Source: an optimization exercise on an open RTL-to-GDS flow (aim: small area). Production flows keep margins and buffers that such runs may drop.
Function was checked by simulation only, so behaviour that the tests miss may differ from the original.
Power and IR drop assume default switching activity.

red:
## all_mod
module all_mod (
    input  logic       clk, rst, wr, rd,
    input  logic       rx,
    input  logic [2:0] addr,
    input  logic [7:0] din,
    output logic       tx,
    output logic [7:0] dout
);
make LEC_CHECK=0 CAP_MARGIN=20 CORE_MARGIN=2 CORE_UTILIZATION=60 CTS_BUF_LIST=sky130_fd_sc_hd__clkbuf_16 CTS_CLUSTER_DIAMETER=100 CTS_CLUSTER_SIZE=26 SLEW_MARGIN=20 finish   # period 10.0 ns
run.sh (not shown) runs the stock make flow with config.mk's settings and CLKGATE_MAP_FILE= SYNTH_SCRIPT=/design/flow/synth_recipe.tcl, a recipe that flattens the netlist after the stock synthesis.
> inputs changed (red -> blue)
- swapping 26 for 30 in CTS_CLUSTER_SIZE
- swapping 60 for 40 in CORE_UTILIZATION
- swapping 100 for 70 in CTS_CLUSTER_DIAMETER
==> summary.txt <==
Fraction of power consumed by combinational cells in blue is 2.5 points lower than in red. Summary of blue over red: final period utilization went down 0.72 points, number of DRC markers after the initial detailed-route iteration lost about 20%, die area up about 50%, starting density of the core went down 21 points. Largest fanout on the critical path: red and blue compared, lower one is red. Layout-stage area growth over the synthesis result: red and blue compared, higher one is blue. Summary: with red as the reference, via count in blue moved up slightly. Diff red and blue: via count of the first global-routing pass higher in blue. Total power: blue > red. Compared with red, area of all placed cells without fillers in blue increased by a few percent.
--- input diff blue..green ---
- swapping 70 for 100 in CTS_CLUSTER_DIAMETER
- swapping 30 for 26 in CTS_CLUSTER_SIZE
--- outcome ---
green completed; timing, DRC and antenna clean. blue → green: final cell count shows a reduction of 21; final cell utilization of the core shows a reduction of 1.2 points; switching power summed over all nets shows a reduction of about 10%. Taking green over blue, the total power ratio works out to 0.909. green ends up with higher combinational cell fraction of total power than blue does. green: fraction of area in registers is 1.6 points higher than what blue reported. Comparing final area for blue and green, the bigger number came from blue. Routed via count in green vs blue: down about 0.7%. Cmp blue and green / fraction of power consumed by the clock network / higher: blue.

Another version of the RTL of all_mod (not shown whole).
Size in the first run: roughly 1100 cells after synthesis, roughly 400 flip-flops, roughly 25 I/O pins.
==> flow/design.v (excerpt) <==
module all_mod (
    input  logic       clk, rst, wr, rd,
    input  logic       rx,
    input  logic [2:0] addr,
    input  logic [7:0] din,
    output logic       tx,
    output logic [7:0] dout
);
    logic       baud_pulse, baud_d, fifo_en;
    logic [7:0] lcr;
    logic       tx_fifo_push, tx_fifo_pop, tx_fifo_empty;
    logic [7:0] tx_fifo_out;
    logic       rx_fifo_push, rx_fifo_pop, rx_fifo_empty, r_oe, r_pe, r_fe;
    logic [7:0] rx_fifo_out, rx_out;
    regs_uart uart_regs_inst (
        .clk (clk),
        .rst (rst),
        .wr_i (wr),
        .rd_i (rd),
        .rx_fifo_empty_i (rx_fifo_empty),
        .rx_oe (r_oe),
        .rx_pe (r_pe),
        .rx_fe (r_fe),
        .rx_fifo_in (rx_fifo_out),
        .addr_i (addr),
        .din_i (din),
        .tx_push_o (tx_fifo_push),
        .rx_pop_o (rx_fifo_pop),
        .baud_out (baud_pulse),
        .baud_d (baud_d),
        .fifo_en (fifo_en),
        .lcr (lcr),
        .dout_o (dout)
    );
    uart_tx_top uart_tx_inst (
        .clk (clk),
        .rst (rst),
        .baud_pulse (baud_pulse),
        .baud_d (baud_d),
        .thre (tx_fifo_empty),
        .set_break (lcr[6]),
        .sticky_parity (lcr[5]),
        .eps (lcr[4]),
        .pen (lcr[3]),
        .stb (lcr[2]),
        .wls (lcr[1:0]),
        .din (tx_fifo_out),
  ...
Settings: LEC_CHECK=0, CAP_MARGIN=20, CORE_MARGIN=2, CORE_UTILIZATION=40, CTS_BUF_LIST=sky130_fd_sc_hd__clkbuf_16, CTS_CLUSTER_DIAMETER=100, CTS_CLUSTER_SIZE=26, PLACE_DENSITY=0.75, SLEW_MARGIN=20; clock period 10.0 ns.
The baseline went through all stages and came out clean.
Change:
==> flow/flow/run.sh (new file) <==
#!/bin/bash
# Own layout flow: the standard ORFS flow (standard.sh, with its synthesis unchanged) with
# two layout choices changed through ORFS's own variables:
#  - port buffers use the smallest buffer cell (buf_1) instead of the resizer's default pick;
#  - the clock tree uses clkbuf_16 leaf buffers on clusters of up to 30 flip-flops (clkbuf_8
#    above them) and inserts no dummy loads.
# make's full output goes to standard_flow.log here; each ORFS step also logs under orfs/logs.
set -euo pipefail
export BUFFER_PORTS_ARGS="-buffer_cell sky130_fd_sc_hd__buf_1"
export CTS_ARGS="-sink_clustering_enable -repair_clock_nets -sink_clustering_size 30 -sink_clustering_max_diameter 100 -buf_list sky130_fd_sc_hd__clkbuf_16 -root_buf sky130_fd_sc_hd__clkbuf_8 -tree_buf sky130_fd_sc_hd__clkbuf_8 -sink_clustering_buffer sky130_fd_sc_hd__clkbuf_16 -dont_use_dummy_load"
bash standard.sh finish > standard_flow.log 2>&1
==> flow/standard.sh (new file) <==
#!/bin/bash
# synth_recipe.tcl (not shown) runs the flow's synth.tcl, then flattens the netlist and writes it again
# the make line also repeats each setting of config.mk as NAME=value (left out here)
make -C /OpenROAD-flow-scripts/flow DESIGN_CONFIG=/design/flow/config.mk WORK_HOME=/design/flow/orfs CLKGATE_MAP_FILE= SYNTH_SCRIPT=/design/flow/synth_recipe.tcl "${@:-finish}"
CTS_BUF_LIST = not set   (was sky130_fd_sc_hd__clkbuf_16)
CTS_CLUSTER_DIAMETER = not set   (was 100)
CTS_CLUSTER_SIZE = not set   (was 26)
removed: flow/run.sh
Result:
- total power falls by 5.0%
- non-clock buffer count falls by 1
- utilization falls by 0.91 points
- critical path depth does not change
- global-route usage falls by 0.13 points

all_mod again, from the RTL that the note above started with.
Settings: LEC_CHECK=0, CAP_MARGIN=20, CORE_MARGIN=2, CORE_UTILIZATION=40, PLACE_DENSITY=0.75, SLEW_MARGIN=20; clock period 10.0 ns.
standard.sh (not shown) runs the stock make flow with config.mk's settings and CLKGATE_MAP_FILE= SYNTH_SCRIPT=/design/flow/synth_recipe.tcl, a recipe that flattens the netlist after the stock synthesis.
==> flow/flow/run.sh <==
#!/bin/bash
# Own layout flow: the standard ORFS flow (standard.sh, unchanged synthesis) with two
# layout choices changed through ORFS's own variables:
#  - port buffers use the smallest buffer cell instead of the resizer's default pick;
#  - the clock tree uses clkbuf_16 leaf buffers on clusters of up to 26 flip-flops and
#    inserts no dummy loads.
set -euo pipefail
export BUFFER_PORTS_ARGS="-buffer_cell sky130_fd_sc_hd__buf_1"
export CTS_ARGS="-sink_clustering_enable -repair_clock_nets -sink_clustering_size 30 -sink_clustering_max_diameter 100 -buf_list sky130_fd_sc_hd__clkbuf_16 -root_buf sky130_fd_sc_hd__clkbuf_8 -tree_buf sky130_fd_sc_hd__clkbuf_8 -sink_clustering_buffer sky130_fd_sc_hd__clkbuf_16 -dont_use_dummy_load"
bash standard.sh finish > standard_flow.log 2>&1
==> next run, changes <==
CORE_UTILIZATION = 55   (was 40)
PLACE_DENSITY = unset   (was 0.75)
What happened:
- synthesized area is unchanged
- worst setup slack improved by 0.089 ns
- cell area came out lower by 0.95%
- total power rises by 0.73%
- worst hold slack improves by 0.0096 ns
- clock power rose by about 0.5%
- final cell count drops by 8.7%
- register-to-register slack gets worse by 0.10 ns
- utilization increases by 16 points
==> next run, changes <==
CAP_MARGIN = 10   (was 20)
CORE_UTILIZATION = 40   (was 55)
CTS_BUF_LIST = sky130_fd_sc_hd__clkbuf_16   (was unset)
CTS_CLUSTER_DIAMETER = 100   (was unset)
CTS_CLUSTER_SIZE = 26   (was unset)
SLEW_MARGIN = 10   (was 20)
After rerunning:
- The changed run finished with timing, DRC and antenna clean
- first-iteration DRC count climbs by 5.5%
- clock-buffer cell count increases by 1
- die area increases by 37%

Another version of the RTL of all_mod (not shown whole).
Size: ~1200 cells after synthesis, ~25 I/O pins, about 16000 um2 of cells after synthesis.
==> flow/design.v (excerpt) <==
module all_mod (
    input  logic       clk, rst, wr, rd,
    input  logic       rx,
    input  logic [2:0] addr,
    input  logic [7:0] din,
    output logic       tx,
    output logic [7:0] dout
);
Settings: LEC_CHECK=0, CAP_MARGIN=10, CORE_MARGIN=2, CORE_UTILIZATION=40, CTS_BUF_LIST=sky130_fd_sc_hd__clkbuf_16, CTS_CLUSTER_DIAMETER=100, CTS_CLUSTER_SIZE=26, SLEW_MARGIN=10; clock period 10.0 ns.
==> flow/flow/run.sh <==
#!/bin/bash
# Own layout flow: the standard ORFS flow (standard.sh, unchanged synthesis) with two
# layout choices changed through ORFS's own variables:
#  - port buffers use the smallest buffer cell instead of the resizer's default pick;
#  - the clock tree uses clkbuf_16 leaf buffers on clusters of up to 26 flip-flops and
#    inserts no dummy loads.
set -euo pipefail
export BUFFER_PORTS_ARGS="-buffer_cell sky130_fd_sc_hd__buf_1"
export CTS_ARGS="-sink_clustering_enable -repair_clock_nets -sink_clustering_size 26 -sink_clustering_max_diameter 100 -buf_list sky130_fd_sc_hd__clkbuf_16 -root_buf sky130_fd_sc_hd__clkbuf_8 -tree_buf sky130_fd_sc_hd__clkbuf_8 -sink_clustering_buffer sky130_fd_sc_hd__clkbuf_16 -dont_use_dummy_load"
bash standard.sh finish > standard_flow.log 2>&1
Change:
--- a/flow/flow/run.sh
+++ b/flow/flow/run.sh
@@ -8,3 +8,3 @@
 export BUFFER_PORTS_ARGS="-buffer_cell sky130_fd_sc_hd__buf_1"
-export CTS_ARGS="-sink_clustering_enable -repair_clock_nets -sink_clustering_size 26 -sink_clustering_max_diameter 100 -buf_list sky130_fd_sc_hd__clkbuf_16 -root_buf sky130_fd_sc_hd__clkbuf_8 -tree_buf sky130_fd_sc_hd__clkbuf_8 -sink_clustering_buffer sky130_fd_sc_hd__clkbuf_16 -dont_use_dummy_load"
+export CTS_ARGS="-sink_clustering_enable -repair_clock_nets -sink_clustering_size 26 -sink_clustering_max_diameter 100 -buf_list sky130_fd_sc_hd__clkbuf_16 -dont_use_dummy_load"
 bash standard.sh finish > standard_flow.log 2>&1
--- a/flow/config.mk
+++ b/flow/config.mk
@@ -7,3 +7,3 @@
 export LEC_CHECK = 0
-export CAP_MARGIN = 10
+export CAP_MARGIN = 20
 export CORE_MARGIN = 2
@@ -13,2 +13,2 @@
 export CTS_CLUSTER_SIZE = 26
-export SLEW_MARGIN = 10
+export SLEW_MARGIN = 20
Cell area is about the same.
Clock skew shrinks by 0.031 ns.
Worst hold slack barely changes.
Fmax shrinks by about 1.2%.
Clock-buffer cell count is unchanged.

## exp/willow
all_mod, a different RTL version from the one above (not shown whole).
Size: about 1400 cells after synthesis, ~390 flip-flops, roughly 25 I/O pins, ~17000 sq um of cells after synthesis.
==> flow/config.mk <==
export PLATFORM = sky130hd
export DESIGN_NAME = all_mod
export DESIGN_NICKNAME = all_mod
export VERILOG_FILES = /design/flow/design.v
export SDC_FILE = /design/flow/constraint.sdc
export NUM_CORES = 4
export LEC_CHECK = 0
export CAP_MARGIN = 20
export CORE_MARGIN = 2
export CORE_UTILIZATION = 40
export CTS_BUF_LIST = sky130_fd_sc_hd__clkbuf_4
export CTS_CLUSTER_SIZE = 30
export SLEW_MARGIN = 20
==> flow/constraint.sdc <==
create_clock -name core_clock -period 10.0 [get_ports {clk}]
set_input_delay 2.0000 -clock core_clock [delete_from_list [all_inputs] [get_ports {clk}]]
set_output_delay 2.0000 -clock core_clock [all_outputs]
set_load 0.01 [all_outputs]
run.sh (not shown) runs the stock make flow with config.mk's settings and CLKGATE_MAP_FILE= SYNTH_SCRIPT=/design/flow/synth_recipe.tcl, a recipe that flattens the netlist after the stock synthesis.
Stock flow here: none of the scripts above is used.
exp/willow: no failed stages, no open violations at the end
Changes in exp/xenon relative to exp/willow:
- swapping sky130_fd_sc_hd__clkbuf_4 for sky130_fd_sc_hd__clkbuf_2 sky130_fd_sc_hd__clkbuf_4 sky130_fd_sc_hd__clkbuf_8 in CTS_BUF_LIST
- swapping 40 for 60 in CORE_UTILIZATION
- clearing CTS_CLUSTER_SIZE, which used to be 30
[summary]
Going from exp/willow to exp/xenon, pin count of the biggest net entering global routing shrank by a little under 10%.
exp/xenon vs exp/willow — amount of wire on met2 after detailed routing dropped 6.1%.
Relative to exp/willow, the final cell area reported for exp/xenon is lower.
Row total routing usage reported by global routing: exp/xenon higher / exp/willow lower
Synthesized-area fraction occupied by and/or/nand/nor cells delta (exp/xenon -> exp/willow): insignificant
Input-level comparison between exp/delta and exp/xenon:
- CTS_CLUSTER_SIZE: unset -> 30
- CTS_CLUSTER_DIAMETER: unset -> 100
- CTS_BUF_LIST: sky130_fd_sc_hd__clkbuf_2 sky130_fd_sc_hd__clkbuf_4 sky130_fd_sc_hd__clkbuf_8 -> sky130_fd_sc_hd__clkbuf_16
- CORE_UTILIZATION: 60 -> 40
Results
Remaining max-slew budget at the tightest pin delta for exp/delta relative to exp/xenon: 2.5 points lower
Re number of buffer and inverter stages on the critical path: no difference whatsoever between exp/xenon and exp/delta.
Of exp/xenon and exp/delta, the lower data arrival time of the worst path belongs to exp/delta.
A capturing instance or port of the critical path of tx_fifo_inst.s[1][4] is what exp/delta shows, while tx_fifo_inst.s[1][7] belongs to exp/xenon.
Highest layer used for signal routing: met5 -> exp/delta, met4 -> exp/xenon

all_mod, a different RTL version from the one above (not shown whole).
For scale: about 1100 cells after synthesis, about 25 I/O pins, roughly 16000 um^2 of cells after synthesis.
==> flow/config.mk <==
export PLATFORM = sky130hd
export DESIGN_NAME = all_mod
export DESIGN_NICKNAME = all_mod
export VERILOG_FILES = /design/flow/design.v
export SDC_FILE = /design/flow/constraint.sdc
export NUM_CORES = 4
export LEC_CHECK = 0
export CAP_MARGIN = 0
export CORE_MARGIN = 2
export CORE_UTILIZATION = 40
export SLEW_MARGIN = 0
==> flow/constraint.sdc <==
create_clock -name core_clock -period 10.0 [get_ports {clk}]
set_input_delay 2.0000 -clock core_clock [delete_from_list [all_inputs] [get_ports {clk}]]
set_output_delay 2.0000 -clock core_clock [all_outputs]
set_load 0.01 [all_outputs]
standard.sh (not shown) runs the stock make flow with config.mk's settings and CLKGATE_MAP_FILE= SYNTH_SCRIPT=/design/flow/synth_recipe.tcl, a recipe that flattens the netlist after the stock synthesis.
==> flow/flow/run.sh <==
#!/bin/bash
# Own layout flow: the standard ORFS flow (standard.sh, unchanged synthesis) with two
# layout choices changed through ORFS's own variables:
#  - port buffers use the smallest buffer cell instead of the resizer's default pick;
#  - the clock tree uses clkbuf_16 leaf buffers on clusters of up to 26 flip-flops and
#    inserts no dummy loads.
set -euo pipefail
export BUFFER_PORTS_ARGS="-buffer_cell sky130_fd_sc_hd__buf_1"
export CTS_ARGS="-sink_clustering_enable -repair_clock_nets -sink_clustering_size 30 -sink_clustering_max_diameter 100 -buf_list sky130_fd_sc_hd__clkbuf_16 -root_buf sky130_fd_sc_hd__clkbuf_8 -tree_buf sky130_fd_sc_hd__clkbuf_8 -sink_clustering_buffer sky130_fd_sc_hd__clkbuf_16 -dont_use_dummy_load"
bash standard.sh finish > standard_flow.log 2>&1
The baseline passed the timing, design-rule and antenna checks.
Edit:
CAP_MARGIN = 20   (was 0)
GPL_TIMING_DRIVEN = 0   (was unset)
SLEW_MARGIN = 20   (was 0)
Result:
- utilization climbs by 0.57 points
- wire length climbs by 11%
- final cell count climbs by about 3%
- final area climbs by about 1.3%
- worst setup slack gains 0.36 ns
- synthesized cell count does not change
- clock power climbs by about 3%
Edit:
==> flow/run.sh (new file) <==
#!/bin/bash
# synth_recipe.tcl (not shown) runs the flow's synth.tcl, then flattens the netlist and writes it again
# the make line also repeats each setting of config.mk as NAME=value (left out here)
make -C /OpenROAD-flow-scripts/flow DESIGN_CONFIG=/design/flow/config.mk WORK_HOME=/design/flow/orfs CLKGATE_MAP_FILE= SYNTH_SCRIPT=/design/flow/synth_recipe.tcl finish
CTS_BUF_LIST = sky130_fd_sc_hd__clkbuf_16   (was unset)
CTS_CLUSTER_DIAMETER = 100   (was unset)
CTS_CLUSTER_SIZE = 26   (was unset)
GPL_TIMING_DRIVEN = unset   (was 0)
removed: flow/flow/run.sh
removed: flow/standard.sh
Cell area came out higher slightly; global-route usage came out lower by 1.6 points; routed wire length came out lower by roughly a tenth; clock-buffer cell count came out higher by 2; total power came out higher slightly; first-iteration DRC count came out lower by roughly a tenth; worst setup slack degrades by 0.64 ns; final cell count came out lower by a few percent; utilization came out higher by 0.18 points.
Edit:
==> flow/flow/run.sh (new file) <==
#!/bin/bash
# Own layout flow: the standard ORFS flow (standard.sh, unchanged synthesis) with two
# layout choices changed through ORFS's own variables:
#  - port buffers use the smallest buffer cell instead of the resizer's default pick;
#  - the clock tree uses clkbuf_16 leaf buffers on clusters of up to 26 flip-flops and
#    inserts no dummy loads.
set -euo pipefail
export BUFFER_PORTS_ARGS="-buffer_cell sky130_fd_sc_hd__buf_1"
export CTS_ARGS="-sink_clustering_enable -repair_clock_nets -sink_clustering_size 30 -sink_clustering_max_diameter 100 -buf_list sky130_fd_sc_hd__clkbuf_16 -root_buf sky130_fd_sc_hd__clkbuf_8 -tree_buf sky130_fd_sc_hd__clkbuf_8 -sink_clustering_buffer sky130_fd_sc_hd__clkbuf_16 -dont_use_dummy_load"
bash standard.sh finish > standard_flow.log 2>&1
==> flow/standard.sh (new file) <==
#!/bin/bash
# synth_recipe.tcl (not shown) runs the flow's synth.tcl, then flattens the netlist and writes it again
# the make line also repeats each setting of config.mk as NAME=value (left out here)
make -C /OpenROAD-flow-scripts/flow DESIGN_CONFIG=/design/flow/config.mk WORK_HOME=/design/flow/orfs CLKGATE_MAP_FILE= SYNTH_SCRIPT=/design/flow/synth_recipe.tcl "${@:-finish}"
CAP_MARGIN = 10   (was 20)
SLEW_MARGIN = 10   (was 20)
removed: flow/run.sh
What happened: Global-route usage increases by 0.16 points; worst setup slack gets better by 0.29 ns; flip-flop and latch count does not change; wire length barely changes; final area decreases by 1.7%.

-- static timing again, ports no longer ideal --
No port has a modelled driver above. Below, the same layouts with a new extraction and two added sets of constraints.
Step 1: set_driving_cell puts a clkbuf_16 on clk and a buf_2 on each other input, an assumption about the parent block.
Step 2 moves the port delays by t, midway between the first and last clock arrival at a register: inputs arrive t later, outputs are due t later. That takes back most of the time a late clock gives input paths.
Three values: ideal, step 1, step 2; two values: the first two.
| run | t (ns) | setup WS [ns] | worst hold slack (ns) | worst slew at a driven data input, ns |
|---|---|---|---|---|
| red | 0.571 | 5.060 / 5.087 / 4.516 | 0.361 / 0.361 / 0.361 | 0.03 |
| blue | 0.625 | 5.132 / 5.147 / 4.522 | 0.358 / 0.358 / 0.358 | 0.04 |
| green | 0.571 | 5.050 / 5.065 / 4.494 | 0.357 / 0.357 / 0.357 | 0.04 |
| the first run of note 2 | 0.577 | 5.672 / 5.694 / 5.118 | 0.349 / 0.349 / 0.349 | 0.06 |
| the second run of note 2 | 0.615 | 6.098 / 6.110 / 5.495 | 0.350 / 0.350 / 0.350 | 0.07 |
| the first run of note 3 | 0.615 | 6.098 / 6.110 / 5.495 | 0.350 / 0.350 / 0.350 | 0.07 |
| the second run of note 3 | 0.603 | 6.187 / 6.212 / 5.610 | 0.359 / 0.359 / 0.359 | 0.06 |
| the third run of note 3 | 0.598 | 6.279 / 6.293 / 5.696 | 0.355 / 0.355 / 0.355 | 0.08 |
| the first run of note 4 | 0.629 | 5.575 / 5.592 / 4.963 | 0.350 / 0.350 / 0.350 | 0.12 |
| the second run of note 4 | 0.558 | 5.519 / 5.540 / 4.981 | 0.349 / 0.349 / 0.349 | 0.13 |
| exp/willow | 0.855 | 5.704 / 5.722 / 4.867 | 0.360 / 0.360 / 0.360 | 0.08 |
| exp/xenon | 0.618 | 5.419 / 5.440 / 4.822 | 0.350 / 0.350 / 0.350 | 0.04 |
| exp/delta | 0.587 | 5.465 / 5.492 / 4.905 | 0.366 / 0.366 / 0.366 | 0.09 |
| the first run of note 6 | 0.631 | 5.440 / 5.466 / 4.834 | 0.361 / 0.361 / 0.361 | 0.09 |
| the second run of note 6 | 0.621 | 5.798 / 5.830 / 5.209 | 0.354 / 0.354 / 0.354 | 0.09 |
| the third run of note 6 | 0.567 | 5.155 / 5.184 / 4.617 | 0.366 / 0.366 / 0.366 | 0.09 |
| the fourth run of note 6 | 0.631 | 5.440 / 5.466 / 4.834 | 0.361 / 0.361 / 0.361 | 0.09 |
After both steps setup and hold are still met in every run listed. For exp/willow, which loses most, drivers alone change the setup slack by +0.018 ns; drivers and shift together by -0.837 ns.
